Source: an optimization exercise on an open RTL-to-GDS flow (aim: small area, a short achievable clock period and few clock cycles per item). Production flows keep margins and buffers that such runs may drop.
Where RTL was checked, it was by simulation tests only, not by an equivalence proof against the original.
No functional check of the RTL was part of run 1.
In runs 4 to 6 the design's own scripts or RTL, not TritonCTS, make the clock network.
The clock port is modelled as an ideal driver, which makes a skipped or thinned clock tree look cheaper than it is; a real chip needs a root buffer or a tree.
No activity file was given, so power comes from the tool's default toggle rates.

File: flow/constraint.sdc
create_clock -name core_clock -period 4.0 [get_ports {axis_aclk}]
set_input_delay 0.8000 -clock core_clock [delete_from_list [all_inputs] [get_ports {axis_aclk}]]
set_output_delay 0.8000 -clock core_clock [all_outputs]
set_load 0.01 [all_outputs]
File: flow/standard.sh
#!/bin/bash
# synth_recipe.tcl (not shown) runs the flow's synth.tcl, then flattens the netlist and writes it again
# the make line also repeats each setting of config.mk as NAME=value (left out here)
make -C /OpenROAD-flow-scripts/flow DESIGN_CONFIG=/design/flow/config.mk WORK_HOME=/design/flow/orfs CLKGATE_MAP_FILE= SYNTH_SCRIPT=/design/flow/synth_recipe.tcl "${@:-finish}"
File: flow/design.v
`timescale 1 ns / 1 ps
`default_nettype none
module arbiter
(
	input  wire          axis_aclk,
	input  wire          axis_aresetn,
	input  wire [31 : 0] s0a_axis_tdata,
	input  wire  		 s0a_axis_tvalid,
	output wire  		 s0a_axis_tready,
	input  wire  		 s0a_axis_tlast,
	input  wire [31 : 0] s0b_axis_tdata,
	input  wire          s0b_axis_tvalid,
	output wire          s0b_axis_tready,
	input  wire          s0b_axis_tlast,
	output wire [31 : 0] m0k_axis_tdata,
	output wire          m0k_axis_tvalid,
	input wire           m0k_axis_tready,
	output wire          m0k_axis_tlast,
    output wire          m0k_axis_a,
    output wire          m0k_axis_b
);
reg ga, gb;
reg lock;
wire sel_valid = (ga & s0a_axis_tvalid) | (gb & s0b_axis_tvalid);
wire sel_last  = (ga & s0a_axis_tlast)  | (gb & s0b_axis_tlast);
wire oth_valid = (gb & s0a_axis_tvalid) | (ga & s0b_axis_tvalid);
wire take      = sel_valid & m0k_axis_tready;
wire flip = oth_valid & (take ? sel_last : (~lock & ~sel_valid));
wire gb_nxt = gb ^ flip;
always @(posedge axis_aclk or negedge axis_aresetn)
    if (~axis_aresetn) lock <= 1'b0;
    else if (take) lock <= ~sel_last;
always @(posedge axis_aclk or negedge axis_aresetn)
    if (~axis_aresetn) gb <= 1'b0;
    else gb <= gb_nxt;
always @(posedge axis_aclk or negedge axis_aresetn)
    if (~axis_aresetn) ga <= 1'b1;
    else ga <= ~gb_nxt;
assign m0k_axis_tvalid = sel_valid;
assign m0k_axis_tdata  = ({32{ga}} & s0a_axis_tdata) | ({32{gb}} & s0b_axis_tdata);
assign m0k_axis_tlast  = sel_last;
assign m0k_axis_a      = ga;
assign m0k_axis_b      = gb;
assign s0a_axis_tready = m0k_axis_tready & ga;
assign s0b_axis_tready = m0k_axis_tready & gb;
endmodule
`default_nettype wire
File: flow/flow/netlist.v
/* hand-mapped netlist of arbiter, see gen/mknet.py */
module arbiter(axis_aclk, axis_aresetn, s0a_axis_tdata, s0a_axis_tvalid, s0a_axis_tready, s0a_axis_tlast, s0b_axis_tdata, s0b_axis_tvalid, s0b_axis_tready, s0b_axis_tlast, m0k_axis_tdata, m0k_axis_tvalid, m0k_axis_tready, m0k_axis_tlast, m0k_axis_a, m0k_axis_b);
  input axis_aclk;
  input axis_aresetn;
  input [31:0] s0a_axis_tdata;
  input s0a_axis_tvalid;
  output s0a_axis_tready;
  input s0a_axis_tlast;
  input [31:0] s0b_axis_tdata;
  input s0b_axis_tvalid;
  output s0b_axis_tready;
  input s0b_axis_tlast;
  output [31:0] m0k_axis_tdata;
  output m0k_axis_tvalid;
  input m0k_axis_tready;
  output m0k_axis_tlast;
  output m0k_axis_a;
  output m0k_axis_b;

  wire gax;
  wire gbx;
  wire ov;
  wire take;
  wire idle;
  wire xfree;
  wire flip;
  wire gb_nxt;
  wire ga_nxt;
  wire nlk;
  wire lock_nxt;
  wire lock;
  sky130_fd_sc_hd__buf_6 gbuf_a (.A(m0k_axis_a), .X(gax));
  sky130_fd_sc_hd__buf_6 gbuf_b (.A(m0k_axis_b), .X(gbx));
  sky130_fd_sc_hd__a22o_1 mx_d0 (.A1(gax), .A2(s0a_axis_tdata[0]), .B1(s0b_axis_tdata[0]), .B2(gbx), .X(m0k_axis_tdata[0]));
  sky130_fd_sc_hd__a22o_1 mx_d1 (.A1(gax), .A2(s0a_axis_tdata[1]), .B1(s0b_axis_tdata[1]), .B2(gbx), .X(m0k_axis_tdata[1]));
  sky130_fd_sc_hd__a22o_1 mx_d2 (.A1(gax), .A2(s0a_axis_tdata[2]), .B1(s0b_axis_tdata[2]), .B2(gbx), .X(m0k_axis_tdata[2]));
  sky130_fd_sc_hd__a22o_1 mx_d3 (.A1(gax), .A2(s0a_axis_tdata[3]), .B1(s0b_axis_tdata[3]), .B2(gbx), .X(m0k_axis_tdata[3]));
  sky130_fd_sc_hd__a22o_1 mx_d4 (.A1(gax), .A2(s0a_axis_tdata[4]), .B1(s0b_axis_tdata[4]), .B2(gbx), .X(m0k_axis_tdata[4]));
  sky130_fd_sc_hd__a22o_1 mx_d5 (.A1(gax), .A2(s0a_axis_tdata[5]), .B1(s0b_axis_tdata[5]), .B2(gbx), .X(m0k_axis_tdata[5]));
  sky130_fd_sc_hd__a22o_1 mx_d6 (.A1(gax), .A2(s0a_axis_tdata[6]), .B1(s0b_axis_tdata[6]), .B2(gbx), .X(m0k_axis_tdata[6]));
  sky130_fd_sc_hd__a22o_1 mx_d7 (.A1(gax), .A2(s0a_axis_tdata[7]), .B1(s0b_axis_tdata[7]), .B2(gbx), .X(m0k_axis_tdata[7]));
  sky130_fd_sc_hd__a22o_1 mx_d8 (.A1(gax), .A2(s0a_axis_tdata[8]), .B1(s0b_axis_tdata[8]), .B2(gbx), .X(m0k_axis_tdata[8]));
  sky130_fd_sc_hd__a22o_1 mx_d9 (.A1(gax), .A2(s0a_axis_tdata[9]), .B1(s0b_axis_tdata[9]), .B2(gbx), .X(m0k_axis_tdata[9]));
  sky130_fd_sc_hd__a22o_1 mx_d10 (.A1(gax), .A2(s0a_axis_tdata[10]), .B1(s0b_axis_tdata[10]), .B2(gbx), .X(m0k_axis_tdata[10]));
  sky130_fd_sc_hd__a22o_1 mx_d11 (.A1(gax), .A2(s0a_axis_tdata[11]), .B1(s0b_axis_tdata[11]), .B2(gbx), .X(m0k_axis_tdata[11]));
  sky130_fd_sc_hd__a22o_1 mx_d12 (.A1(gax), .A2(s0a_axis_tdata[12]), .B1(s0b_axis_tdata[12]), .B2(gbx), .X(m0k_axis_tdata[12]));
  sky130_fd_sc_hd__a22o_1 mx_d13 (.A1(gax), .A2(s0a_axis_tdata[13]), .B1(s0b_axis_tdata[13]), .B2(gbx), .X(m0k_axis_tdata[13]));
  sky130_fd_sc_hd__a22o_1 mx_d14 (.A1(gax), .A2(s0a_axis_tdata[14]), .B1(s0b_axis_tdata[14]), .B2(gbx), .X(m0k_axis_tdata[14]));
  sky130_fd_sc_hd__a22o_1 mx_d15 (.A1(gax), .A2(s0a_axis_tdata[15]), .B1(s0b_axis_tdata[15]), .B2(gbx), .X(m0k_axis_tdata[15]));
  sky130_fd_sc_hd__a22o_1 mx_d16 (.A1(gax), .A2(s0a_axis_tdata[16]), .B1(s0b_axis_tdata[16]), .B2(gbx), .X(m0k_axis_tdata[16]));
  sky130_fd_sc_hd__a22o_1 mx_d17 (.A1(gax), .A2(s0a_axis_tdata[17]), .B1(s0b_axis_tdata[17]), .B2(gbx), .X(m0k_axis_tdata[17]));
  sky130_fd_sc_hd__a22o_1 mx_d18 (.A1(gax), .A2(s0a_axis_tdata[18]), .B1(s0b_axis_tdata[18]), .B2(gbx), .X(m0k_axis_tdata[18]));
  sky130_fd_sc_hd__a22o_1 mx_d19 (.A1(gax), .A2(s0a_axis_tdata[19]), .B1(s0b_axis_tdata[19]), .B2(gbx), .X(m0k_axis_tdata[19]));
  sky130_fd_sc_hd__a22o_1 mx_d20 (.A1(gax), .A2(s0a_axis_tdata[20]), .B1(s0b_axis_tdata[20]), .B2(gbx), .X(m0k_axis_tdata[20]));
  sky130_fd_sc_hd__a22o_1 mx_d21 (.A1(gax), .A2(s0a_axis_tdata[21]), .B1(s0b_axis_tdata[21]), .B2(gbx), .X(m0k_axis_tdata[21]));
  sky130_fd_sc_hd__a22o_1 mx_d22 (.A1(gax), .A2(s0a_axis_tdata[22]), .B1(s0b_axis_tdata[22]), .B2(gbx), .X(m0k_axis_tdata[22]));
  sky130_fd_sc_hd__a22o_1 mx_d23 (.A1(gax), .A2(s0a_axis_tdata[23]), .B1(s0b_axis_tdata[23]), .B2(gbx), .X(m0k_axis_tdata[23]));
  sky130_fd_sc_hd__a22o_1 mx_d24 (.A1(gax), .A2(s0a_axis_tdata[24]), .B1(s0b_axis_tdata[24]), .B2(gbx), .X(m0k_axis_tdata[24]));
  sky130_fd_sc_hd__a22o_1 mx_d25 (.A1(gax), .A2(s0a_axis_tdata[25]), .B1(s0b_axis_tdata[25]), .B2(gbx), .X(m0k_axis_tdata[25]));
  sky130_fd_sc_hd__a22o_1 mx_d26 (.A1(gax), .A2(s0a_axis_tdata[26]), .B1(s0b_axis_tdata[26]), .B2(gbx), .X(m0k_axis_tdata[26]));
  sky130_fd_sc_hd__a22o_1 mx_d27 (.A1(gax), .A2(s0a_axis_tdata[27]), .B1(s0b_axis_tdata[27]), .B2(gbx), .X(m0k_axis_tdata[27]));
  sky130_fd_sc_hd__a22o_1 mx_d28 (.A1(gax), .A2(s0a_axis_tdata[28]), .B1(s0b_axis_tdata[28]), .B2(gbx), .X(m0k_axis_tdata[28]));
  sky130_fd_sc_hd__a22o_1 mx_d29 (.A1(gax), .A2(s0a_axis_tdata[29]), .B1(s0b_axis_tdata[29]), .B2(gbx), .X(m0k_axis_tdata[29]));
  sky130_fd_sc_hd__a22o_1 mx_d30 (.A1(gax), .A2(s0a_axis_tdata[30]), .B1(s0b_axis_tdata[30]), .B2(gbx), .X(m0k_axis_tdata[30]));
  sky130_fd_sc_hd__a22o_1 mx_d31 (.A1(gax), .A2(s0a_axis_tdata[31]), .B1(s0b_axis_tdata[31]), .B2(gbx), .X(m0k_axis_tdata[31]));
  sky130_fd_sc_hd__a22o_1 mx_v (.A1(gax), .A2(s0a_axis_tvalid), .B1(s0b_axis_tvalid), .B2(gbx), .X(m0k_axis_tvalid));
  sky130_fd_sc_hd__a22o_1 mx_l (.A1(gax), .A2(s0a_axis_tlast), .B1(s0b_axis_tlast), .B2(gbx), .X(m0k_axis_tlast));
  sky130_fd_sc_hd__a22o_1 mx_o (.A1(m0k_axis_a), .A2(s0b_axis_tvalid), .B1(s0a_axis_tvalid), .B2(m0k_axis_b), .X(ov));
  sky130_fd_sc_hd__and2_1 g_take (.A(m0k_axis_tvalid), .B(m0k_axis_tready), .X(take));
  sky130_fd_sc_hd__nor2_1 g_idle (.A(m0k_axis_tvalid), .B(lock), .Y(idle));
  sky130_fd_sc_hd__a21o_1 g_free (.A1(take), .A2(m0k_axis_tlast), .B1(idle), .X(xfree));
  sky130_fd_sc_hd__and2_1 g_flip (.A(ov), .B(xfree), .X(flip));
  sky130_fd_sc_hd__xor2_1 g_gbn (.A(m0k_axis_b), .B(flip), .X(gb_nxt));
  sky130_fd_sc_hd__inv_1 g_gan (.A(gb_nxt), .Y(ga_nxt));
  sky130_fd_sc_hd__nor2_1 g_nlk (.A(take), .B(lock), .Y(nlk));
  sky130_fd_sc_hd__a21oi_1 g_lock (.A1(take), .A2(m0k_axis_tlast), .B1(nlk), .Y(lock_nxt));
  sky130_fd_sc_hd__and2_1 g_rdya (.A(m0k_axis_tready), .B(m0k_axis_a), .X(s0a_axis_tready));
  sky130_fd_sc_hd__and2_1 g_rdyb (.A(m0k_axis_tready), .B(m0k_axis_b), .X(s0b_axis_tready));
  sky130_fd_sc_hd__dfstp_2 \ga$_DFF_PN1_  (.CLK(axis_aclk), .D(ga_nxt), .SET_B(axis_aresetn), .Q(m0k_axis_a));
  sky130_fd_sc_hd__dfrtp_1 \gb$_DFF_PN0_  (.CLK(axis_aclk), .D(gb_nxt), .RESET_B(axis_aresetn), .Q(m0k_axis_b));
  sky130_fd_sc_hd__dfrtp_1 \lock$_DFFE_PN0P_  (.CLK(axis_aclk), .D(lock_nxt), .RESET_B(axis_aresetn), .Q(lock));
endmodule
File: flow/flow/run.sh
#!/bin/bash
set -euo pipefail
R=orfs/results/sky130hd/arbiter/base

bash standard.sh synth > synth.log 2>&1

regs() { grep -oE 'sky130_fd_sc_hd__(df|ed|sdf|dl)[a-z]+_[0-9]+ +[^ (]+' "$1" | sed -E 's/_[0-9]+ +/ /' | sort; }
regs $R/1_2_yosys.v > regs_standard.txt
regs flow/netlist.v > regs_hand.txt
if [[ -s regs_standard.txt ]] && cmp -s regs_standard.txt regs_hand.txt; then
  echo "registers match: using flow/netlist.v" > netlist_choice.log
  cp $R/1_2_yosys.v $R/1_2_yosys_standard.v
  cp flow/netlist.v $R/1_2_yosys.v
  rm -f $R/1_synth.odb $R/1_synth.sdc
  bash standard.sh synth > synth_odb.log 2>&1
else
  echo "registers differ: keeping the standard netlist" > netlist_choice.log
fi

bash standard.sh \
  BUFFER_PORTS_ARGS="-buffer_cell sky130_fd_sc_hd__buf_1" \
  GPL_TIMING_DRIVEN=0 \
  CTS_ARGS="-buf_list sky130_fd_sc_hd__clkbuf_2 -root_buf sky130_fd_sc_hd__clkbuf_2 -dont_use_dummy_load -repair_clock_nets" \
  finish > standard.log 2>&1
File: flow/config.mk
export PLATFORM = sky130hd
export DESIGN_NAME = arbiter
export DESIGN_NICKNAME = arbiter
export VERILOG_FILES = /design/flow/design.v
export SDC_FILE = /design/flow/constraint.sdc
export NUM_CORES = 4
export LEC_CHECK = 0
export CAP_MARGIN = 20
export CORE_AREA = 2.3 2.72 67.62 65.28
export DIE_AREA = 0 0 70 68
export SLEW_MARGIN = 20
==> run summary, run 1 <==
status timing/DRC/antenna clean; Post-CTS Hold Fix Bufs 0; Die ar. 4760 µm²; Max Clock Skew 17.7 ps; die width 70 µm; CTS Sinks 3; Max Slew Vio Count 0; Final period util 54.7%; worst-margin pin slew 249 ps; critical path's top delay family flip-flops; Area growth syn-to-layout 104%; Final WS setup 1810 ps; Ant. Diodes 0; critical path cell sequence buf_6 > a22o_1 > buf_1; Ys Warns 1; dpl cells 208; Leak Pwr 0.362 nW; CTS tree yes; Post-Route WL 2.21 mm; Die Y 68 µm; total power draw 0.620 mW; Hold Path Class in -> async; PD cells 656 nW/µm²; Setup TNS 0 ps; via count 882; Vias per Instance 4.18; DRC 0; Slowest Stage Delay on Critical Path 560 ps; r2r startpoint ga; largest net degree at the start of global routing 35; Gate Count Post-Synth 50; Placed Area 931 µm²; critical path class reg -> out; I/O pins 109; RSZ-0062 raised after global routing no; Resize count post-CTS 0; CP arrival 1390 ps; number of global-route vias before repair 736; root buffer cell clkbuf_2; critical path capture point type output pin; startpoint types register; crit path from ga; H-tree depth 1; CP Max Fanout 34; post-route cell area 946 µm²; Core Util, Final 23.1%; final std cells w/o fill 211; WL/cell 10.5 µm; Rel. slew slack 83.4%; IO Port Bufs 108; Total Routing Usage GR 8.14%; first-iteration detailed-routing DRC count 22; Post-CTS Setup Inserts 0; Setup violations, final 0; Buf/Inv on CP 2; f_max 457 MHz; Max VDD drop 0.369 mV; WHS 396 ps; Starting Density 11.3%; clock tree buffer depth 2; critical path's slowest cell dfstp_2; Num CTS Buffers 3; Tmin final 2190 ps; CORE AREA 4090 µm²; initial antenna violation count 0; Core Rows 23; Setup WS pre-CTS 1940 ps; hpwl dp 1.80 mm; Syn Nets 121; Avg Cell Area, Syn 9.26 µm²; Final GP Congestion 0.658; share of cells above drive strength 1 3.73%; Worst EP required 3200 ps; first-pass GRT wire length 3.19 mm; Skew-Pair Late Insertion Delay 200 ps; drt first pass iters 4; Netlist Area Pre-Place 463 µm²; Layout Nets 234; final hold vios 0; max-cap viol count 0; clk slew on worst S/H paths 50 ps; remaining global-route overflow 0; post-route ant nets 0
## cells in the final DEF (no fill, tap or decap)
cell and n:
xor2_1 1, clkbuf_2 3, dfstp_2 1, a21o_1 1
and2_1 4, inv_1 1, buf_1 108, a22o_1 35
nor2_1 2, dfrtp_1 2, a21oi_1 1, buf_6 2
## sequential cells by signal (all words and copies together), names as in the netlist
signal and count:
ga 1, gb 1, lock 1
## final timing paths
| kind | end | slack, ps | depth (start not counted) |
|---|---|---|---|
| max in group asynchronous | ga | 3350 | 1 |
| worst max register to register | ga | 2250 | 7 |
| worst max-delay path | m0k_axis_tlast | 1810 | 3 |
| worst min-delay path | lock | 400 | 1 |
| worst min register to register | lock | 550 | 2 |
| min in group core_clock | lock | 550 | 2 |
## final cells by class
class,count,area [µm²]
clock buffers,3,15.0
well taps,50,62.6
multi-input cells,44,360
flip-flops and latches,3,76.3
plain buffers,2,22.5
inverters,1,3.75
repair buffers,108,405
fillers,469,3140
## metal layers
metal	wire, µm	global-route usage (%)
met1	955	9.95
met2	1010	15.0
met3	238	1.77
met4	0	1.44
met5	0	0
## worst register-to-register path: stages, from the launching register on
cell and delay, ps:
dfstp_2 560, buf_6 250, a22o_1 220, and2_1 170
a21o_1 110, and2_1 130, xor2_1 180, inv_1 50
## where the power goes
group | internal, mW | total, mW | switching [mW] | leakage (nW)
combinational | 0.222 | 0.518 | 0.296 | 0.317
clock | 0.0200 | 0.0337 | 0.0136 | 0.0125
sequential | 0.0508 | 0.0689 | 0.0181 | 0.0331
total | 0.292 | 0.620 | 0.328 | 0.362
==> inputs of run 2 (changes only) <==
--- a/flow/design.v
+++ b/flow/design.v
@@ -19,11 +19,11 @@
     output wire          m0k_axis_a,
     output wire          m0k_axis_b
 );
-reg ga, gb;
+reg gb;
 reg lock;
-wire sel_valid = (ga & s0a_axis_tvalid) | (gb & s0b_axis_tvalid);
-wire sel_last  = (ga & s0a_axis_tlast)  | (gb & s0b_axis_tlast);
-wire oth_valid = (gb & s0a_axis_tvalid) | (ga & s0b_axis_tvalid);
+wire sel_valid = gb ? s0b_axis_tvalid : s0a_axis_tvalid;
+wire sel_last  = gb ? s0b_axis_tlast  : s0a_axis_tlast;
+wire oth_valid = gb ? s0a_axis_tvalid : s0b_axis_tvalid;
 wire take      = sel_valid & m0k_axis_tready;
 wire flip = oth_valid & (take ? sel_last : (~lock & ~sel_valid));
 wire gb_nxt = gb ^ flip;
@@ -33,15 +33,12 @@
 always @(posedge axis_aclk or negedge axis_aresetn)
     if (~axis_aresetn) gb <= 1'b0;
     else gb <= gb_nxt;
-always @(posedge axis_aclk or negedge axis_aresetn)
-    if (~axis_aresetn) ga <= 1'b1;
-    else ga <= ~gb_nxt;
 assign m0k_axis_tvalid = sel_valid;
-assign m0k_axis_tdata  = ({32{ga}} & s0a_axis_tdata) | ({32{gb}} & s0b_axis_tdata);
+assign m0k_axis_tdata  = gb ? s0b_axis_tdata : s0a_axis_tdata;
 assign m0k_axis_tlast  = sel_last;
-assign m0k_axis_a      = ga;
+assign m0k_axis_a      = ~gb;
 assign m0k_axis_b      = gb;
-assign s0a_axis_tready = m0k_axis_tready & ga;
+assign s0a_axis_tready = m0k_axis_tready & ~gb;
 assign s0b_axis_tready = m0k_axis_tready & gb;
 endmodule
 `default_nettype wire
--- a/flow/flow/netlist.v
+++ b/flow/flow/netlist.v
@@ -17,6 +17,7 @@
   output m0k_axis_a;
   output m0k_axis_b;
 
+  wire gb;
   wire gax;
   wire gbx;
   wire ov;
@@ -25,12 +26,11 @@
   wire xfree;
   wire flip;
   wire gb_nxt;
-  wire ga_nxt;
   wire nlk;
   wire lock_nxt;
   wire lock;
-  sky130_fd_sc_hd__buf_6 gbuf_a (.A(m0k_axis_a), .X(gax));
-  sky130_fd_sc_hd__buf_6 gbuf_b (.A(m0k_axis_b), .X(gbx));
+  sky130_fd_sc_hd__inv_4 gbuf_a (.A(gb), .Y(gax));
+  sky130_fd_sc_hd__buf_6 gbuf_b (.A(gb), .X(gbx));
   sky130_fd_sc_hd__a22o_1 mx_d0 (.A1(gax), .A2(s0a_axis_tdata[0]), .B1(s0b_axis_tdata[0]), .B2(gbx), .X(m0k_axis_tdata[0]));
   sky130_fd_sc_hd__a22o_1 mx_d1 (.A1(gax), .A2(s0a_axis_tdata[1]), .B1(s0b_axis_tdata[1]), .B2(gbx), .X(m0k_axis_tdata[1]));
   sky130_fd_sc_hd__a22o_1 mx_d2 (.A1(gax), .A2(s0a_axis_tdata[2]), .B1(s0b_axis_tdata[2]), .B2(gbx), .X(m0k_axis_tdata[2]));
@@ -65,18 +65,18 @@
   sky130_fd_sc_hd__a22o_1 mx_d31 (.A1(gax), .A2(s0a_axis_tdata[31]), .B1(s0b_axis_tdata[31]), .B2(gbx), .X(m0k_axis_tdata[31]));
   sky130_fd_sc_hd__a22o_1 mx_v (.A1(gax), .A2(s0a_axis_tvalid), .B1(s0b_axis_tvalid), .B2(gbx), .X(m0k_axis_tvalid));
   sky130_fd_sc_hd__a22o_1 mx_l (.A1(gax), .A2(s0a_axis_tlast), .B1(s0b_axis_tlast), .B2(gbx), .X(m0k_axis_tlast));
-  sky130_fd_sc_hd__a22o_1 mx_o (.A1(m0k_axis_a), .A2(s0b_axis_tvalid), .B1(s0a_axis_tvalid), .B2(m0k_axis_b), .X(ov));
+  sky130_fd_sc_hd__a22o_1 mx_o (.A1(gax), .A2(s0b_axis_tvalid), .B1(s0a_axis_tvalid), .B2(gbx), .X(ov));
   sky130_fd_sc_hd__and2_1 g_take (.A(m0k_axis_tvalid), .B(m0k_axis_tready), .X(take));
   sky130_fd_sc_hd__nor2_1 g_idle (.A(m0k_axis_tvalid), .B(lock), .Y(idle));
   sky130_fd_sc_hd__a21o_1 g_free (.A1(take), .A2(m0k_axis_tlast), .B1(idle), .X(xfree));
   sky130_fd_sc_hd__and2_1 g_flip (.A(ov), .B(xfree), .X(flip));
-  sky130_fd_sc_hd__xor2_1 g_gbn (.A(m0k_axis_b), .B(flip), .X(gb_nxt));
-  sky130_fd_sc_hd__inv_1 g_gan (.A(gb_nxt), .Y(ga_nxt));
+  sky130_fd_sc_hd__xor2_1 g_gbn (.A(gb), .B(flip), .X(gb_nxt));
   sky130_fd_sc_hd__nor2_1 g_nlk (.A(take), .B(lock), .Y(nlk));
   sky130_fd_sc_hd__a21oi_1 g_lock (.A1(take), .A2(m0k_axis_tlast), .B1(nlk), .Y(lock_nxt));
-  sky130_fd_sc_hd__and2_1 g_rdya (.A(m0k_axis_tready), .B(m0k_axis_a), .X(s0a_axis_tready));
-  sky130_fd_sc_hd__and2_1 g_rdyb (.A(m0k_axis_tready), .B(m0k_axis_b), .X(s0b_axis_tready));
-  sky130_fd_sc_hd__dfstp_2 \ga$_DFF_PN1_  (.CLK(axis_aclk), .D(ga_nxt), .SET_B(axis_aresetn), .Q(m0k_axis_a));
-  sky130_fd_sc_hd__dfrtp_1 \gb$_DFF_PN0_  (.CLK(axis_aclk), .D(gb_nxt), .RESET_B(axis_aresetn), .Q(m0k_axis_b));
+  sky130_fd_sc_hd__and2_1 g_rdya (.A(m0k_axis_tready), .B(gax), .X(s0a_axis_tready));
+  sky130_fd_sc_hd__and2_1 g_rdyb (.A(m0k_axis_tready), .B(gbx), .X(s0b_axis_tready));
+  sky130_fd_sc_hd__dfrtp_1 \gb$_DFF_PN0_  (.CLK(axis_aclk), .D(gb_nxt), .RESET_B(axis_aresetn), .Q(gb));
   sky130_fd_sc_hd__dfrtp_1 \lock$_DFFE_PN0P_  (.CLK(axis_aclk), .D(lock_nxt), .RESET_B(axis_aresetn), .Q(lock));
+  assign m0k_axis_a = gax;
+  assign m0k_axis_b = gbx;
 endmodule
==> run 2 against run 1 <==
  * Largest power group unchanged
  * Non-clock buffer count shrank 1
  * First-iteration DRC count shrank 14%
  * Hold slack lost 10 ps
  * Clock-buffer cell count is the same
  * Sequential power shrank about 40%
  * Cell area shrank 3.7%
==> run summary, run 2 <==
I/O pins 109 (unchanged); max-cap viol count 0 (unchanged); critical path's top delay family buffers and inverters; Die ar. 4760 µm² (unchanged); Netlist Area Pre-Place 428 µm² (-7.6%); clock tree buffer depth 2 (unchanged); Rel. slew slack 77.2% (-6.2 points); Total Routing Usage GR 8.60% (+0.46 points); FILL cells 464 (-1.1%); Tmin final 2100 ps (-83.7 ps); Skew-Pair Late Insertion Delay 190 ps (about the same); root buffer cell clkbuf_2; Placed Area 896 µm² (-3.8%); IO Port Bufs 108 (unchanged); most common cell after layout, fill and taps aside buf_1; f_max 475 MHz (+4.0%); stages on the worst setup path 3 (unchanged); startpoint types register; RSZ-0062 raised after global routing no; Leak Pwr 0.345 nW (-4.8%); die width 70 µm (unchanged); Ys Warns 1 (unchanged); critical path class reg -> out; Seq. cell area 50.0 µm² (-34%); final hold vios 0 (unchanged); H-tree depth 1 (unchanged); drt first pass iters 4 (unchanged); Max Slew Vio Count 0 (unchanged); CP arrival 1300 ps (-90 ps); first-pass GRT wire length 3.32 mm (+3.9%); Gate Count Post-Synth 48 (-4.0%); Vias per Instance 4.20 (+0.38%); Worst EP required 3200 ps (about the same); CTS Sinks 2 (-1); post-route cell area 911 µm² (-3.7%); Avg Cell Area, Syn 8.91 µm² (-3.7%); Slowest Stage Delay on Critical Path 420 ps (-140 ps); WL/cell 10.5 µm (about the same); PD cells 643 nW/µm² (-1.9%); commonest non-fill, non-tap cells in the layout 108 x buf_1, 35 x a22o_1, 4 x and2_1; initial antenna violation count 0 (unchanged); Hold Path Class in -> async; post-route ant nets 0 (unchanged); number of global-route vias before repair 795 (+8.0%); Syn Nets 119 (-1.7%); Max VDD drop 0.540 mV (+46%); Top Registers gb (1), lock (1); Buf/Inv on CP 2 (unchanged); share of cells above drive strength 1 3.14% (-0.58 points); Ant. Diodes 0 (unchanged); Final GP Congestion 0.685 (+4.2%); CTS tree yes; status timing/DRC/antenna clean; total power draw 0.586 mW (-5.5%); Post-Route WL 2.19 mm (-0.91%); Final period util 52.6% (-2.1 points); area of the multi-input gates 360 µm² (unchanged); Setup TNS 0 ps (unchanged); Core Rows 23 (unchanged); Setup violations, final 0 (unchanged); R2R depth 6 (-1); Die Y 68 µm (unchanged); Post-CTS Hold Fix Bufs 0 (unchanged); CORE AREA 4090 µm² (unchanged); Num CTS Buffers 3 (unchanged); via count 877 (-0.57%); Layout Nets 232 (-0.85%); hpwl dp 1.77 mm (-1.7%); clk slew on worst S/H paths 30 ps (-20 ps); Area growth syn-to-layout 113%; first-iteration detailed-routing DRC count 19 (-14%); critical path cell sequence inv_4 > a22o_1 > buf_1; worst-margin pin slew 342 ps (+92.3 ps); largest net degree at the start of global routing 38 (+8.6%); Post-CTS Setup Inserts 0 (unchanged); Max Clock Skew 3.33 ps (-14.4 ps); Starting Density 10.5% (-0.86 points); critical path's slowest cell dfrtp_1; DRC 0 (unchanged); remaining global-route overflow 0 (unchanged); Resize count post-CTS 0 (unchanged); critical path capture point type output pin; CP Max Fanout 37 (+8.8%)
## run 2: changes by cell type in the layout (fill, tap and decap cells not counted)
cell,before,now
inv_4,0,1
inv_1,1,0
dfstp_2,1,0
buf_6,2,1
## run 2: worst paths after layout
check,from,to,slack (ps)
worst max register to register,gb,gb,2400
worst max-delay path,gb,m0k_axis_tlast,1900
worst min-delay path,axis_aresetn,gb,390
min in group core_clock,lock,lock,530
max in group asynchronous,axis_aresetn,lock,3490
worst min register to register,lock,lock,530
## run 2: final cells by class
type,instances,share of cell area (%)
Clock buffer,3,1.65
Sequential cell,2,5.49
Inverter,1,0.687
Buffer,1,1.24
Tap cell,50,6.87
Timing Repair Buffer,108,44.5
Multi-Input combinational cell,44,39.6
## run 2: metal layers
| layer | vias up | wire (µm) | track usage [%] |
|---|---|---|---|
| li1 | 438 | - | - |
| met1 | 378 | 859 | 8.88 |
| met2 | 61 | 1070 | 16.8 |
| met3 | 0 | 252 | 2.21 |
| met4 | 0 | 0 | 3.61 |
| met5 | - | 0 | 0 |
## run 2: stage by stage
stage               hold slack (ps)  util [%]  setup slack, ps  std cells
global placement                533      21.9             1930        206
CTS                             370      22.3             1850        209
global route                    380      22.3             1730        209
finish                          386      22.3             1900        209
floorplan                       490         -             2140         48
detailed placement              536      21.9             1930        206
## run 2: where the power goes
| group | leakage (nW) | switching, mW | internal, mW |
|---|---|---|---|
| Sequential | 0.0225 | 0.0102 | 0.0308 |
| Combinational | 0.310 | 0.301 | 0.213 |
| Clock | 0.0125 | 0.0116 | 0.0199 |
| Total | 0.345 | 0.322 | 0.264 |
Testbench counts of run 2, summed over its fixed seeds: cycles 32,092, items 24,069.
==> inputs of run 3 (changes only) <==
--- a/flow/flow/netlist.v
+++ b/flow/flow/netlist.v
@@ -29,7 +29,7 @@
   wire nlk;
   wire lock_nxt;
   wire lock;
-  sky130_fd_sc_hd__inv_4 gbuf_a (.A(gb), .Y(gax));
+  sky130_fd_sc_hd__inv_6 gbuf_a (.A(gb), .Y(gax));
   sky130_fd_sc_hd__buf_6 gbuf_b (.A(gb), .X(gbx));
   sky130_fd_sc_hd__a22o_1 mx_d0 (.A1(gax), .A2(s0a_axis_tdata[0]), .B1(s0b_axis_tdata[0]), .B2(gbx), .X(m0k_axis_tdata[0]));
   sky130_fd_sc_hd__a22o_1 mx_d1 (.A1(gax), .A2(s0a_axis_tdata[1]), .B1(s0b_axis_tdata[1]), .B2(gbx), .X(m0k_axis_tdata[1]));
@@ -75,7 +75,7 @@
   sky130_fd_sc_hd__a21oi_1 g_lock (.A1(take), .A2(m0k_axis_tlast), .B1(nlk), .Y(lock_nxt));
   sky130_fd_sc_hd__and2_1 g_rdya (.A(m0k_axis_tready), .B(gax), .X(s0a_axis_tready));
   sky130_fd_sc_hd__and2_1 g_rdyb (.A(m0k_axis_tready), .B(gbx), .X(s0b_axis_tready));
-  sky130_fd_sc_hd__dfrtp_1 \gb$_DFF_PN0_  (.CLK(axis_aclk), .D(gb_nxt), .RESET_B(axis_aresetn), .Q(gb));
+  sky130_fd_sc_hd__dfrtp_2 \gb$_DFF_PN0_  (.CLK(axis_aclk), .D(gb_nxt), .RESET_B(axis_aresetn), .Q(gb));
   sky130_fd_sc_hd__dfrtp_1 \lock$_DFFE_PN0P_  (.CLK(axis_aclk), .D(lock_nxt), .RESET_B(axis_aresetn), .Q(lock));
   assign m0k_axis_a = gax;
   assign m0k_axis_b = gbx;
==> run 3 against run 2 <==
  * Still clean on timing, DRC and antenna
  * Wire length increased by 6.2%
  * Combinational power increased by 2%
  * Sequential share of layout area up 0.11 points
  * Sequential power rose by 7.1%
  * Hold slack got worse by 1.8 ps
  * Synthesized cell count is the same
  * Largest power group unchanged
==> run summary, run 3 <==
Post-Route WL 2.32 mm (+6.2%); commonest non-fill, non-tap cells in the layout 108 x buf_1, 35 x a22o_1, 4 x and2_1; Top Registers gb (1), lock (1); largest net degree at the start of global routing 38 (unchanged); Top Layer Used met3; remaining global-route overflow 0 (unchanged); critical path capture point type output pin; CP arrival 1270 ps (-30 ps); H-tree depth 1 (unchanged); die width 70 µm (unchanged); Met2 Wirelength 1.10 mm (+2.7%); hpwl dp 1.84 mm (+3.8%); Max Slew Vio Count 0 (unchanged); worst-margin pin slew 268 ps (-74.0 ps); Vias per Instance 4.11 (-1.9%); first-pass GRT wire length 3.11 mm (-6.2%); Final period util 51.7% (-0.91 points); share of cells above drive strength 1 3.77% (+0.63 points); Post-CTS Hold Fix Bufs 0 (unchanged); Hold Path Class in -> async; Setup violations, final 0 (unchanged); root buffer cell clkbuf_2; Die ar. 4760 µm² (unchanged); Gate Count Post-Synth 48 (unchanged); Leak Pwr 0.344 nW (-0.26%); PD cells 654 nW/µm² (+1.6%); Rel. slew slack 82.2% (+4.9 points); startpoint types input port; via count 860 (-1.9%); metal3 WL 216 µm (-14%); final hold vios 0 (unchanged); max-cap viol count 0 (unchanged); CP Max Fanout 3 (-92%); Core Rows 23 (unchanged); Post-CTS Setup Inserts 0 (unchanged); Setup TNS 0 ps (unchanged); drt first pass iters 4 (unchanged); Final GP Congestion 0.716 (+4.5%); Tmin final 2070 ps (-36.5 ps); CTS Sinks 2 (unchanged); Ys Warns 1 (unchanged); most common cell after layout, fill and taps aside buf_1; Max Clock Skew 0.980 ps (-2.35 ps); I/O pins 109 (unchanged); f_max 484 MHz (+1.8%); first-iteration detailed-routing DRC count 19 (unchanged); r2r startpoint gb; CORE AREA 4090 µm² (unchanged); number of global-route vias before repair 712 (-10%); total power draw 0.598 mW (+2.0%); Avg Cell Area, Syn 8.99 µm² (+0.88%); post-route ant nets 0 (unchanged); IO Port Bufs 108 (unchanged); Syn Nets 119 (unchanged); Netlist Area Pre-Place 432 µm² (+0.88%); initial antenna violation count 0 (unchanged); Skew-Pair Late Insertion Delay 190 ps (about the same); DRC 0 (unchanged); status timing/DRC/antenna clean; M1 WL 1.00 mm (+17%); Starting Density 10.6% (+0.092 points); Total Routing Usage GR 8.35% (-0.25 points); clk slew on worst S/H paths 30 ps (about the same); WHS 384 ps (-1.79 ps); Max VDD drop 0.371 mV (-31%); clock tree buffer depth 2 (unchanged); CTS tree yes; crit path from s0a_axis_tvalid; WL/cell 11.1 µm (+6.2%); Resize count post-CTS 0 (unchanged); Area growth syn-to-layout 112%; Num CTS Buffers 3 (unchanged); Ant. Diodes 0 (unchanged); Worst EP required 3200 ps (about the same); RSZ-0062 raised after global routing no; Die Y 68 µm (unchanged); Layout Nets 232 (unchanged); critical path class in -> out
[run 3: per-layer routing]
metal | global-route usage [%] | up-vias
li1 | - | 439
met4 | 3.61 | 0
met5 | 0 | -
met1 | 9.24 | 356
met3 | 1.47 | 0
met2 | 16.0 | 65
[run 3: cell type report]
cell class              instances  area, µm²
fillers                       465       3170
repair buffers                108        405
multi-input cells              44        360
well taps                      50       62.6
flip-flops and latches          2       51.3
clock buffers                   3       15.0
plain buffers                   1       11.3
inverters                       1       8.76
[run 3: where the power goes]
| part | total, mW | internal [mW] | leakage (nW) | switching (mW) |
|---|---|---|---|---|
| Sequential | 0.0439 | 0.0318 | 0.0215 | 0.0121 |
| Clock | 0.0322 | 0.0200 | 0.0125 | 0.0123 |
| Combinational | 0.522 | 0.214 | 0.310 | 0.307 |
[run 3: per-stage QoR]
step           cell area [µm²]  cells  util (%)  setup WS, ps
6_report                   915    209      22.4          1930
3_5_place_dp               900    206      22.0          1940
4_1_cts                    915    209      22.4          1920
5_1_grt                    915    209      22.4          1850
3_3_place_gp               900    206      22.0          1930
2_1_floorplan              432     48         -          2140
[run 3: path summary, 6_finish.rpt]
| kind | endpoint | slack (ps) | cells past startpoint |
|---|---|---|---|
| worst max-delay path | m0k_axis_tvalid | 1930 | 3 |
| worst min-delay path | lock | 380 | 1 |
| worst max register to register | gb | 2380 | 6 |
| worst min register to register | lock | 530 | 2 |
| max in group asynchronous | gb | 3480 | 1 |
| min in group core_clock | lock | 530 | 2 |
[run 3: worst max-delay path: stages]
cell    delay, ps
buf_1          80
a22o_1        250
buf_1         130
==> inputs of run 4 (changes only) <==
--- a/flow/flow/run.sh
+++ b/flow/flow/run.sh
@@ -1,6 +1,7 @@
 #!/bin/bash
 set -euo pipefail
 R=orfs/results/sky130hd/arbiter/base
+VARS=(BUFFER_PORTS_ARGS="-buffer_cell sky130_fd_sc_hd__buf_1" GPL_TIMING_DRIVEN=0)
 
 bash standard.sh synth > synth.log 2>&1
 
@@ -17,8 +18,12 @@
   echo "registers differ: keeping the standard netlist" > netlist_choice.log
 fi
 
-bash standard.sh \
-  BUFFER_PORTS_ARGS="-buffer_cell sky130_fd_sc_hd__buf_1" \
-  GPL_TIMING_DRIVEN=0 \
-  CTS_ARGS="-buf_list sky130_fd_sc_hd__clkbuf_2 -root_buf sky130_fd_sc_hd__clkbuf_2 -dont_use_dummy_load -repair_clock_nets" \
-  finish > standard.log 2>&1
+bash standard.sh "${VARS[@]}" place > place.log 2>&1
+
+# clock: one buffer instead of ORFS's CTS step
+RESULTS=$R CLOCK_BUFFER=sky130_fd_sc_hd__clkbuf_1 \
+  openroad -no_init -exit flow/clock_buffer.tcl > clock_buffer.log 2>&1
+cp $R/4_1_cts.odb $R/4_cts.odb
+{ cat $R/3_place.sdc; echo "set_propagated_clock [get_clocks {core_clock}]"; } > $R/4_cts.sdc
+
+bash standard.sh "${VARS[@]}" finish > standard.log 2>&1
==> flow/flow/clock_buffer.tcl (new file) <==
# Clock "tree" for this two-register design: one clock buffer, placed at the
# registers' centroid, drives every register clock pin. It replaces ORFS's
# CTS step (4_1_cts), which for two sinks builds a root buffer and two leaf
# buffers. Reads 3_place.odb and writes 4_1_cts.odb.
set results $::env(RESULTS)
read_db $results/3_place.odb
read_liberty $::env(FLOW_HOME)/platforms/sky130hd/lib/sky130_fd_sc_hd__tt_025C_1v80.lib
read_sdc $results/3_place.sdc

set blk [ord::get_db_block]
set clk [$blk findNet axis_aclk]
set master [[ord::get_db] findMaster $::env(CLOCK_BUFFER)]
set sinks [$clk getITerms]
set n [llength $sinks]
if {$n == 0 || $n > 8} { error "unexpected clock sink count $n" }
set xs 0; set ys 0
foreach it $sinks {
  set loc [[$it getInst] getLocation]
  set xs [expr {$xs + [lindex $loc 0]}]; set ys [expr {$ys + [lindex $loc 1]}]
}
set buf [odb::dbInst_create $blk $master clkbuf_regs]
set net [odb::dbNet_create $blk clknet_regs]
$net setSigType CLOCK
foreach it $sinks { $it disconnect; $it connect $net }
[$buf findITerm A] connect $clk
[$buf findITerm X] connect $net
$buf setLocation [expr {$xs / $n}] [expr {$ys / $n}]
$buf setPlacementStatus PLACED
puts "inserted $::env(CLOCK_BUFFER) clkbuf_regs for $n clock pins"

detailed_placement
check_placement -verbose
set_propagated_clock [all_clocks]
estimate_parasitics -placement
report_clock_latency
report_checks -path_delay max -digits 3
report_worst_slack -max
report_worst_slack -min
write_db $results/4_1_cts.odb
==> run 4 against run 3 <==
  * Still clean
  * Sequential power hardly changed
  * Clock skew shrank 0.95 ps
  * Cell area is 1.2% lower
  * Wire length decreased by 2.8%
  * Core utilization fell by 0.28 points
  * Critical path type unchanged
==> run summary, run 4 <==
Skew-Pair Late Insertion Delay 80 ps (-110 ps); final hold vios 0 (unchanged); Starting Density 10.6% (unchanged); R2R depth 6 (unchanged); Avg Cell Area, Syn 8.99 µm² (unchanged); Max Clock Skew 0.0286 ps (-0.951 ps); worst-margin pin slew 267 ps (-1.18 ps); Final period util 51.7% (about the same); Max VDD drop 0.369 mV (-0.51%); Area growth syn-to-layout 109%; die width 70 µm (unchanged); Core Rows 23 (unchanged); post-route cell area 903 µm² (-1.2%); RR Endpoint gb; Netlist Area Pre-Place 432 µm² (unchanged); Syn Nets 119 (unchanged); Setup TNS 0 ps (unchanged); Leak Pwr 0.333 nW (-3.3%); first-iteration detailed-routing DRC count 14 (-5); r2r startpoint gb; total power draw 0.573 mW (-4.1%); Gate Count Post-Synth 48 (unchanged); remaining global-route overflow 0 (unchanged); stages on the worst setup path 3 (unchanged); first-pass GRT wire length 2.98 mm (-4.2%); number of global-route vias before repair 675 (-5.2%); CP arrival 1270 ps (about the same); Setup violations, final 0 (unchanged); via count 854 (-0.70%); Placed Area 900 µm² (unchanged); Total Routing Usage GR 7.53% (-0.82 points); final std cells w/o fill 207 (-0.96%); Vias per Instance 4.13 (+0.26%); CORE AREA 4090 µm² (unchanged); Die ar. 4760 µm² (unchanged); GRT met3 Usage 0.589% (-0.88 points); Ant. Diodes 0 (unchanged); met1 GRT Util 9.24% (unchanged); dpl cells 206 (unchanged); largest net degree at the start of global routing 38 (unchanged); f_max 484 MHz (about the same); critical path cell sequence buf_1 > a22o_1 > buf_1; Worst EP required 3200 ps (about the same); FILL cells 465 (unchanged); Tmin final 2070 ps (-0.360 ps); share of cells above drive strength 1 1.91% (-1.9 points); Critical Path Most Common Cell buf_1; Post-Route WL 2.26 mm (-2.8%); Layout Nets 230 (-0.86%); Max Slew Vio Count 0 (unchanged); CP Max Fanout 3 (unchanged); Die Y 68 µm (unchanged); gr busiest metal met2; hpwl dp 1.84 mm (unchanged); Slowest Stage Delay on Critical Path 250 ps (about the same); met2 Resource Use GR 15.2% (-0.71 points); PD cells 634 nW/µm² (-2.9%); Rel. slew slack 82.2% (about the same); initial antenna violation count 0 (unchanged); status timing/DRC/antenna clean; DRC 0 (unchanged); commonest non-fill, non-tap cells in the layout 108 x buf_1, 35 x a22o_1, 4 x and2_1; post-route ant nets 0 (unchanged); I/O pins 109 (unchanged); critical path class in -> out; Hold Path Class in -> async; most common cell after layout, fill and taps aside buf_1; WL/cell 10.9 µm (-1.9%); RSZ-0062 raised after global routing no; Top Registers gb (1), lock (1); startpoint types input port; drt first pass iters 4 (unchanged); worst reg-to-reg setup slack 2370 ps (about the same); clk slew on worst S/H paths 70 ps (+40 ps); Final GP Congestion 0.716 (unchanged); critical path's top delay family compound AO/OA/AOI/OAI gates; IO Port Bufs 108 (unchanged); Ys Warns 1 (unchanged); Buf/Inv on CP 2 (unchanged); critical path capture point type output pin; max-cap viol count 0 (unchanged); critical path's slowest cell a22o_1
## run 4: worst reg2reg max path, stage by stage, from the launching register on
cell,delay [ps]
dfrtp_2,450
buf_6,200
a22o_1,250
and2_1,170
a21o_1,150
and2_1,160
xor2_1,140
## run 4: final cells by class
class | instances | area (µm²) | share of cell area (%)
multi-input cells | 44 | 360 | 39.9
inverters | 1 | 8.76 | 0.970
well taps | 50 | 62.6 | 6.93
flip-flops and latches | 2 | 51.3 | 5.68
plain buffers | 2 | 15.0 | 1.66
repair buffers | 108 | 405 | 44.9
## run 4: power by group
part	leakage (nW)	internal [mW]	switching [mW]
clock	0.00118	0.00432	0.00387
combinational	0.310	0.214	0.307
sequential	0.0215	0.0317	0.0121
total	0.333	0.250	0.323
## run 4: worst max path at each step
stage,start,end
2_1_floorplan,s0a_axis_tlast,m0k_axis_tlast
3_3_place_gp,s0a_axis_tvalid,m0k_axis_tvalid
3_5_place_dp,s0a_axis_tvalid,m0k_axis_tvalid
5_1_grt,s0a_axis_tvalid,m0k_axis_tvalid
6_report,s0a_axis_tvalid,m0k_axis_tvalid
## run 4: per-stage QoR
stage               utilization (%)  hold slack [ps]  worst slack, ps
finish                         22.1              485             1930
global route                   22.1              488             1900
detailed placement             22.0              525             1940
global placement               22.0              535             1930
floorplan                         -              490             2140
## run 4: metal layers
metal / part of all wire [%] / up-vias / routed length [µm]
li1: - / 435 / -
met3: 10 / 0 / 227
met2: 47 / 67 / 1050
met4: 0 / 0 / 0
met1: 43 / 352 / 975
met5: 0 / - / 0
==> inputs of run 5 (changes only) <==
--- a/flow/flow/clock_buffer.tcl
+++ b/flow/flow/clock_buffer.tcl
@@ -6,6 +6,7 @@
 read_db $results/3_place.odb
 read_liberty $::env(FLOW_HOME)/platforms/sky130hd/lib/sky130_fd_sc_hd__tt_025C_1v80.lib
 read_sdc $results/3_place.sdc
+source $::env(FLOW_HOME)/platforms/sky130hd/setRC.tcl
 
 set blk [ord::get_db_block]
 set clk [$blk findNet axis_aclk]
--- a/flow/flow/netlist.v
+++ b/flow/flow/netlist.v
@@ -29,8 +29,8 @@
   wire nlk;
   wire lock_nxt;
   wire lock;
-  sky130_fd_sc_hd__inv_6 gbuf_a (.A(gb), .Y(gax));
-  sky130_fd_sc_hd__buf_6 gbuf_b (.A(gb), .X(gbx));
+  sky130_fd_sc_hd__inv_4 gbuf_a (.A(gb), .Y(gax));
+  sky130_fd_sc_hd__buf_4 gbuf_b (.A(gb), .X(gbx));
   sky130_fd_sc_hd__a22o_1 mx_d0 (.A1(gax), .A2(s0a_axis_tdata[0]), .B1(s0b_axis_tdata[0]), .B2(gbx), .X(m0k_axis_tdata[0]));
   sky130_fd_sc_hd__a22o_1 mx_d1 (.A1(gax), .A2(s0a_axis_tdata[1]), .B1(s0b_axis_tdata[1]), .B2(gbx), .X(m0k_axis_tdata[1]));
   sky130_fd_sc_hd__a22o_1 mx_d2 (.A1(gax), .A2(s0a_axis_tdata[2]), .B1(s0b_axis_tdata[2]), .B2(gbx), .X(m0k_axis_tdata[2]));
@@ -75,7 +75,7 @@
   sky130_fd_sc_hd__a21oi_1 g_lock (.A1(take), .A2(m0k_axis_tlast), .B1(nlk), .Y(lock_nxt));
   sky130_fd_sc_hd__and2_1 g_rdya (.A(m0k_axis_tready), .B(gax), .X(s0a_axis_tready));
   sky130_fd_sc_hd__and2_1 g_rdyb (.A(m0k_axis_tready), .B(gbx), .X(s0b_axis_tready));
-  sky130_fd_sc_hd__dfrtp_2 \gb$_DFF_PN0_  (.CLK(axis_aclk), .D(gb_nxt), .RESET_B(axis_aresetn), .Q(gb));
+  sky130_fd_sc_hd__dfrtp_1 \gb$_DFF_PN0_  (.CLK(axis_aclk), .D(gb_nxt), .RESET_B(axis_aresetn), .Q(gb));
   sky130_fd_sc_hd__dfrtp_1 \lock$_DFFE_PN0P_  (.CLK(axis_aclk), .D(lock_nxt), .RESET_B(axis_aresetn), .Q(lock));
   assign m0k_axis_a = gax;
   assign m0k_axis_b = gbx;
==> run 5 against run 4 <==
  * Final cell count did not move
  * Cell area fell by 0.83%
  * Synthesized area fell by 1.7%
  * Core utilization fell by 0.18 points
  * Still clean
  * Wire length fell by 7.0%
  * Synthesized cell count did not move
  * Critical path depth did not move
  * Via count rose by 2.8%
  * Critical endpoint unchanged
  * Die area did not move
  * Critical path type is now reg -> out
  * First-iteration DRC count fell by 79%
  * Global-route usage fell by 0.72 points
  * Hold slack got worse by 6.5 ps
==> run summary, run 5 <==
Final period util 52.2% (+0.53 points); Layout Nets 230 (unchanged); Rel. slew slack 76.3% (-5.9 points); Avg Cell Area, Syn 8.84 µm² (-1.7%); Skew-Pair Late Insertion Delay 90 ps (about the same); CP Max Fanout 37 (+34); Leak Pwr 0.332 nW (about the same); status timing/DRC/antenna clean; Max Clock Skew 0.0181 ps (-0.0105 ps); I/O pins 109 (unchanged); worst reg-to-reg setup slack 2320 ps (-50 ps); clock share of power 1.7% (+0.3 points); via count 878 (+2.8%); Tmin final 2090 ps (+21.1 ps); Area growth syn-to-layout 111%; FILL cells 482 (+3.7%); post-route cell area 896 µm² (-0.83%); Total Routing Usage GR 6.81% (-0.72 points); Net Sw Frac 56.5% (+0.22 points); post-route ant nets 0 (unchanged); number of global-route vias before repair 664 (-1.6%); Top Registers gb (1), lock (1); Vias per Instance 4.24 (+2.8%); Max VDD drop 0.219 mV (-41%); dpl cells 206 (unchanged); first-pass GRT wire length 2.74 mm (-8.1%); WL/cell 10.1 µm (-7.0%); Comb power frac 91.2% (+0.3 points); worst-margin pin slew 355 ps (+88.5 ps); Syn Nets 119 (unchanged); clk slew on worst S/H paths 80 ps (about the same); WHS 479 ps (-6.46 ps); final std cells w/o fill 207 (unchanged); drt first pass iters 3 (-1); DRC 0 (unchanged); Gate Count Post-Synth 48 (unchanged); Ys Warns 1 (unchanged); critical path's slowest cell dfrtp_1; first-iteration detailed-routing DRC count 3 (-11); Reg power frac 7.2% (-0.4 points); Hold Path Class in -> async; startpoint types register; critical path class reg -> out; IO Port Bufs 108 (unchanged); critical path capture point type output pin; Setup violations, final 0 (unchanged); Die Y 68 µm (unchanged); share of cells above drive strength 1 1.27% (-0.64 points); Setup TNS 0 ps (unchanged); CP arrival 1290 ps (+20 ps); commonest non-fill, non-tap cells in the layout 108 x buf_1, 35 x a22o_1, 4 x and2_1; Ant. Diodes 0 (unchanged); remaining global-route overflow 0 (unchanged); area of the multi-input gates 360 µm² (unchanged); largest net degree at the start of global routing 38 (unchanged); CORE AREA 4090 µm² (unchanged); total power draw 0.562 mW (-1.9%); final hold vios 0 (unchanged); Worst EP required 3200 ps (about the same); sw power 0.318 mW (-1.5%); R2R depth 6 (unchanged); hpwl dp 1.74 mm (-5.3%); initial antenna violation count 0 (unchanged); r2r startpoint gb; Internal 0.244 mW (-2.4%); f_max 479 MHz (-1.0%); Die ar. 4760 µm² (unchanged); Starting Density 10.4% (-0.18 points); Netlist Area Pre-Place 424 µm² (-1.7%); Post-Route WL 2.10 mm (-7.0%); Placed Area 892 µm² (-0.83%); Max Slew Vio Count 0 (unchanged); PD cells 628 nW/µm² (-1.1%); RR Endpoint gb; Final GP Congestion 0.632 (-12%); max-cap viol count 0 (unchanged); RSZ-0062 raised after global routing no; die width 70 µm (unchanged); Slowest Stage Delay on Critical Path 420 ps (+170 ps); Seq. cell area 50.0 µm² (-2.4%); most common cell after layout, fill and taps aside buf_1; Core Rows 23 (unchanged); critical path cell sequence buf_4 > a22o_1 > buf_1
==> run 5: how the worst max path moves through the flow <==
stage,startpoint,to
final,gb,m0k_axis_tvalid
after global placement,s0a_axis_tvalid,m0k_axis_tvalid
after detailed placement,s0a_axis_tvalid,m0k_axis_tvalid
after floorplan,s0a_axis_tlast,m0k_axis_tlast
after global routing,gb,m0k_axis_tvalid
==> run 5: layer usage <==
metal / wire length, µm / global-route usage, % / up-vias / share of wire, %
met3: 258 / 0.442 / 2 / 12
li1: - / - / 435 / -
met4: 19 / 0.721 / 0 / 0.91
met5: 0 / 0 / - / 0
met1: 830 / 8.20 / 369 / 40
met2: 990 / 13.8 / 72 / 47
==> run 5: layout make-up <==
cell class	count	share of cell area, %
timing repair buffer	108	45.3
multi-input combinational	44	40.2
tap	50	6.98
sequential	2	5.59
buffer	2	1.26
inverter	1	0.698
==> run 5: worst max-delay path: cells and delay by family (launching register included) <==
kind | cells | cell delay (ps)
buf+inv | 2 | 540
compound gates | 1 | 230
flops | 1 | 420
==> run 5: power by group through the flow <==
stage	clock, mW	combinational (mW)	sequential (mW)
floorplan	0	0.345	0.0395
global placement	0	0.516	0.0412
detailed placement	0	0.524	0.0410
global route	0.0107	0.570	0.0415
finish	0.00943	0.512	0.0403
==> run 5: metrics by stage <==
stage	util (%)	setup slack [ps]
floorplan	-	2140
global placement	21.8	1930
detailed placement	21.8	1930
global route	21.9	1810
finish	21.9	1910
==> inputs of run 6 (changes only) <==
--- a/flow/design.v
+++ b/flow/design.v
@@ -23,9 +23,8 @@
 reg lock;
 wire sel_valid = gb ? s0b_axis_tvalid : s0a_axis_tvalid;
 wire sel_last  = gb ? s0b_axis_tlast  : s0a_axis_tlast;
-wire oth_valid = gb ? s0a_axis_tvalid : s0b_axis_tvalid;
 wire take      = sel_valid & m0k_axis_tready;
-wire flip = oth_valid & (take ? sel_last : (~lock & ~sel_valid));
+wire flip = take ? sel_last : (~lock & ~sel_valid);
 wire gb_nxt = gb ^ flip;
 always @(posedge axis_aclk or negedge axis_aresetn)
     if (~axis_aresetn) lock <= 1'b0;
--- a/flow/flow/netlist.v
+++ b/flow/flow/netlist.v
@@ -20,17 +20,15 @@
   wire gb;
   wire gax;
   wire gbx;
-  wire ov;
   wire take;
   wire idle;
-  wire xfree;
   wire flip;
   wire gb_nxt;
   wire nlk;
   wire lock_nxt;
   wire lock;
   sky130_fd_sc_hd__inv_4 gbuf_a (.A(gb), .Y(gax));
-  sky130_fd_sc_hd__buf_4 gbuf_b (.A(gb), .X(gbx));
+  sky130_fd_sc_hd__buf_6 gbuf_b (.A(gb), .X(gbx));
   sky130_fd_sc_hd__a22o_1 mx_d0 (.A1(gax), .A2(s0a_axis_tdata[0]), .B1(s0b_axis_tdata[0]), .B2(gbx), .X(m0k_axis_tdata[0]));
   sky130_fd_sc_hd__a22o_1 mx_d1 (.A1(gax), .A2(s0a_axis_tdata[1]), .B1(s0b_axis_tdata[1]), .B2(gbx), .X(m0k_axis_tdata[1]));
   sky130_fd_sc_hd__a22o_1 mx_d2 (.A1(gax), .A2(s0a_axis_tdata[2]), .B1(s0b_axis_tdata[2]), .B2(gbx), .X(m0k_axis_tdata[2]));
@@ -65,11 +63,9 @@
   sky130_fd_sc_hd__a22o_1 mx_d31 (.A1(gax), .A2(s0a_axis_tdata[31]), .B1(s0b_axis_tdata[31]), .B2(gbx), .X(m0k_axis_tdata[31]));
   sky130_fd_sc_hd__a22o_1 mx_v (.A1(gax), .A2(s0a_axis_tvalid), .B1(s0b_axis_tvalid), .B2(gbx), .X(m0k_axis_tvalid));
   sky130_fd_sc_hd__a22o_1 mx_l (.A1(gax), .A2(s0a_axis_tlast), .B1(s0b_axis_tlast), .B2(gbx), .X(m0k_axis_tlast));
-  sky130_fd_sc_hd__a22o_1 mx_o (.A1(gax), .A2(s0b_axis_tvalid), .B1(s0a_axis_tvalid), .B2(gbx), .X(ov));
   sky130_fd_sc_hd__and2_1 g_take (.A(m0k_axis_tvalid), .B(m0k_axis_tready), .X(take));
   sky130_fd_sc_hd__nor2_1 g_idle (.A(m0k_axis_tvalid), .B(lock), .Y(idle));
-  sky130_fd_sc_hd__a21o_1 g_free (.A1(take), .A2(m0k_axis_tlast), .B1(idle), .X(xfree));
-  sky130_fd_sc_hd__and2_1 g_flip (.A(ov), .B(xfree), .X(flip));
+  sky130_fd_sc_hd__a21o_1 g_flip (.A1(take), .A2(m0k_axis_tlast), .B1(idle), .X(flip));
   sky130_fd_sc_hd__xor2_1 g_gbn (.A(gb), .B(flip), .X(gb_nxt));
   sky130_fd_sc_hd__nor2_1 g_nlk (.A(take), .B(lock), .Y(nlk));
   sky130_fd_sc_hd__a21oi_1 g_lock (.A1(take), .A2(m0k_axis_tlast), .B1(nlk), .Y(lock_nxt));
==> run 6 against run 5 <==
  * Hold slack gained 11 ps
  * Worst setup slack improved by 38 ps
  * Critical path type is now in -> out
  * Critical path depth unchanged
  * Wire length rose by 8.2%
  * Still clean on timing, DRC and antenna
  * Largest power group unchanged
  * Critical endpoint is now m0k_axis_tlast
  * Sequential power up 2%
  * Core utilization shrank 0.28 points
  * Clock skew barely moved
==> run summary, run 6 <==
post-route ant nets 0 (unchanged); critical path's top delay family compound AO/OA/AOI/OAI gates; Gate Count Post-Synth 46 (-4.2%); Total Routing Usage GR 7.57% (+0.75 points); die width 70 µm (unchanged); Syn Nets 117 (-1.7%); hpwl dp 1.90 mm (+9.5%); status timing/DRC/antenna clean; Placed Area 881 µm² (-1.3%); Starting Density 10.1% (-0.28 points); RR Endpoint gb; Max Clock Skew 0.00842 ps (-0.00966 ps); Max VDD drop 0.391 mV (+79%); critical path's slowest cell a22o_1; startpoint types input port; initial antenna violation count 0 (unchanged); share of cells above drive strength 1 1.29% (+0.016 points); Worst EP required 3200 ps (about the same); remaining global-route overflow 0 (unchanged); CP Max Fanout 3 (-92%); Top Registers gb (1), lock (1); Tmin final 2050 ps (-37.5 ps); crit path from s0a_axis_tlast; Setup TNS 0 ps (unchanged); Layout Nets 228 (-0.87%); Leak Pwr 0.328 nW (-1.4%); PD cells 629 nW/µm² (+0.29%); f_max 488 MHz (+1.8%); crit path capture m0k_axis_tlast; Slowest Stage Delay on Critical Path 250 ps (-170 ps); via count 867 (-1.3%); Final GP Congestion 0.721 (+14%); Die ar. 4760 µm² (unchanged); post-route cell area 885 µm² (-1.3%); Rel. slew slack 77.6% (+1.3 points); Avg Cell Area, Syn 8.98 µm² (+1.6%); FILL cells 488 (+1.2%); Ant. Diodes 0 (unchanged); IO Port Bufs 108 (unchanged); CP arrival 1250 ps (-40 ps); stages on the worst setup path 3 (unchanged); Seq. cell area 50.0 µm² (unchanged); Setup WS pre-CTS 1950 ps (+28.6 ps); most common cell after layout, fill and taps aside buf_1; Setup violations, final 0 (unchanged); total power draw 0.557 mW (-0.97%); worst-margin pin slew 335 ps (-19.7 ps); number of global-route vias before repair 655 (-1.4%); CORE AREA 4090 µm² (unchanged); RSZ-0062 raised after global routing no; Area growth syn-to-layout 114%; I/O pins 109 (unchanged); drt first pass iters 4 (+1); R2R depth 5 (-1); critical path cell sequence buf_1 > a22o_1 > buf_1; r2r startpoint gb; critical path class in -> out; dpl cells 204 (-0.97%); commonest non-fill, non-tap cells in the layout 108 x buf_1, 34 x a22o_1, 3 x and2_1; first-iteration detailed-routing DRC count 23 (+20); Core Rows 23 (unchanged); Ys Warns 1 (unchanged); area of the multi-input gates 345 µm² (-4.2%); WL/cell 11.1 µm (+9.3%); Final WS setup 1950 ps (+37.5 ps); critical path capture point type output pin; Die Y 68 µm (unchanged); first-pass GRT wire length 2.94 mm (+7.3%); Critical Path Most Common Cell buf_1; Skew-Pair Late Insertion Delay 80 ps (about the same); DRC 0 (unchanged); Buf/Inv on CP 2 (unchanged); Netlist Area Pre-Place 413 µm² (-2.7%); final hold vios 0 (unchanged); Final period util 51.2% (-0.94 points); worst reg-to-reg setup slack 2520 ps (+200 ps); largest net degree at the start of global routing 37 (-2.6%); Vias per Instance 4.23 (-0.29%); final std cells w/o fill 205 (-0.97%); Max Slew Vio Count 0 (unchanged); Post-Route WL 2.27 mm (+8.2%); Hold Path Class in -> async; clk slew on worst S/H paths 60 ps (-20 ps); max-cap viol count 0 (unchanged)
## run 6: cell count changes in the layout (fill, tap and decap cells not counted)
cell | previous run | this run
buf_6 | 0 | 1
buf_4 | 1 | 0
a22o_1 | 35 | 34
and2_1 | 4 | 3
## run 6: per-layer routing
layer / vias to the layer above / GRT usage, % / part of all wire, %
met5: - / 0 / 0
met1: 371 / 9.68 / 40
met4: 0 / 0.721 / 0.18
li1: 425 / - / -
met2: 69 / 14.3 / 48
met3: 2 / 0.884 / 11
## run 6: area by class of cell
type,instances,area share (%)
Sequential cell,2,5.66
Timing Repair Buffer,108,45.8
Multi-Input combinational cell,42,39.0
Tap cell,50,7.07
Buffer,2,1.70
Inverter,1,0.707
## run 6: stage by stage
stage | hold WS [ps] | utilization [%]
after floorplan | 490 | -
after global placement | 530 | 21.6
after detailed placement | 534 | 21.6
after global routing | 497 | 21.6
final | 490 | 21.6
## run 6: power breakdown
part	total, mW	internal, mW	leakage, nW	switching (mW)
clock	0.00796	0.00432	0.00118	0.00364
sequential	0.0411	0.0309	0.0225	0.0102
combinational	0.508	0.210	0.304	0.298
## run 6: how the worst min path moves through the flow
stage,startpoint,to,slack (ps),cells after the start
final,axis_aresetn,lock,490,1
after global routing,axis_aresetn,gb,500,1
after detailed placement,lock,lock,530,2
after global placement,lock,lock,530,2
after floorplan,lock,lock,490,2
Testbench counts of run 6, summed over its fixed seeds: cycles 32,207, items 24,069.

what the ideal ports hide:
The flow's constraints put no driver on any port. The routed layouts listed below were extracted and timed again, unchanged, in two steps. Step 1 (the two cells are an assumption about what drives the block):
set clk [get_ports {axis_aclk}]
set_driving_cell -lib_cell sky130_fd_sc_hd__clkbuf_16 $clk
set_driving_cell -lib_cell sky130_fd_sc_hd__buf_2 [delete_from_list [all_inputs] $clk]
Step 2, shift: input delay + t, output delay - t, t = (earliest + latest rising clock arrival at the registers) / 2. This alone moves slack from input paths to output paths. Slacks: ideal ports / drivers / drivers and shift; pairs: ideal ports / drivers.
| run | t (ns) | setup WS [ns] | worst setup path after step 2 | worst register clock-pin slew, ns |
|---|---|---|---|---|
| run 1 | 0.208 | 1.813 / 1.798 / 1.915 | input to output | 0.05 / 0.05 |
| run 2 | 0.203 | 1.897 / 1.883 / 1.911 | input to output | 0.03 / 0.03 |
| run 3 | 0.205 | 1.933 / 1.913 / 1.913 | input to output | 0.03 / 0.03 |
| run 4 | 0.095 | 1.934 / 1.914 / 1.914 | input to output | 0.07 / 0.07 |
| run 5 | 0.113 | 1.913 / 1.893 / 1.906 | input to output | 0.08 / 0.08 |
| run 6 | 0.092 | 1.950 / 1.930 / 1.930 | input to output | 0.06 / 0.06 |
After both steps every run listed still meets setup and hold.
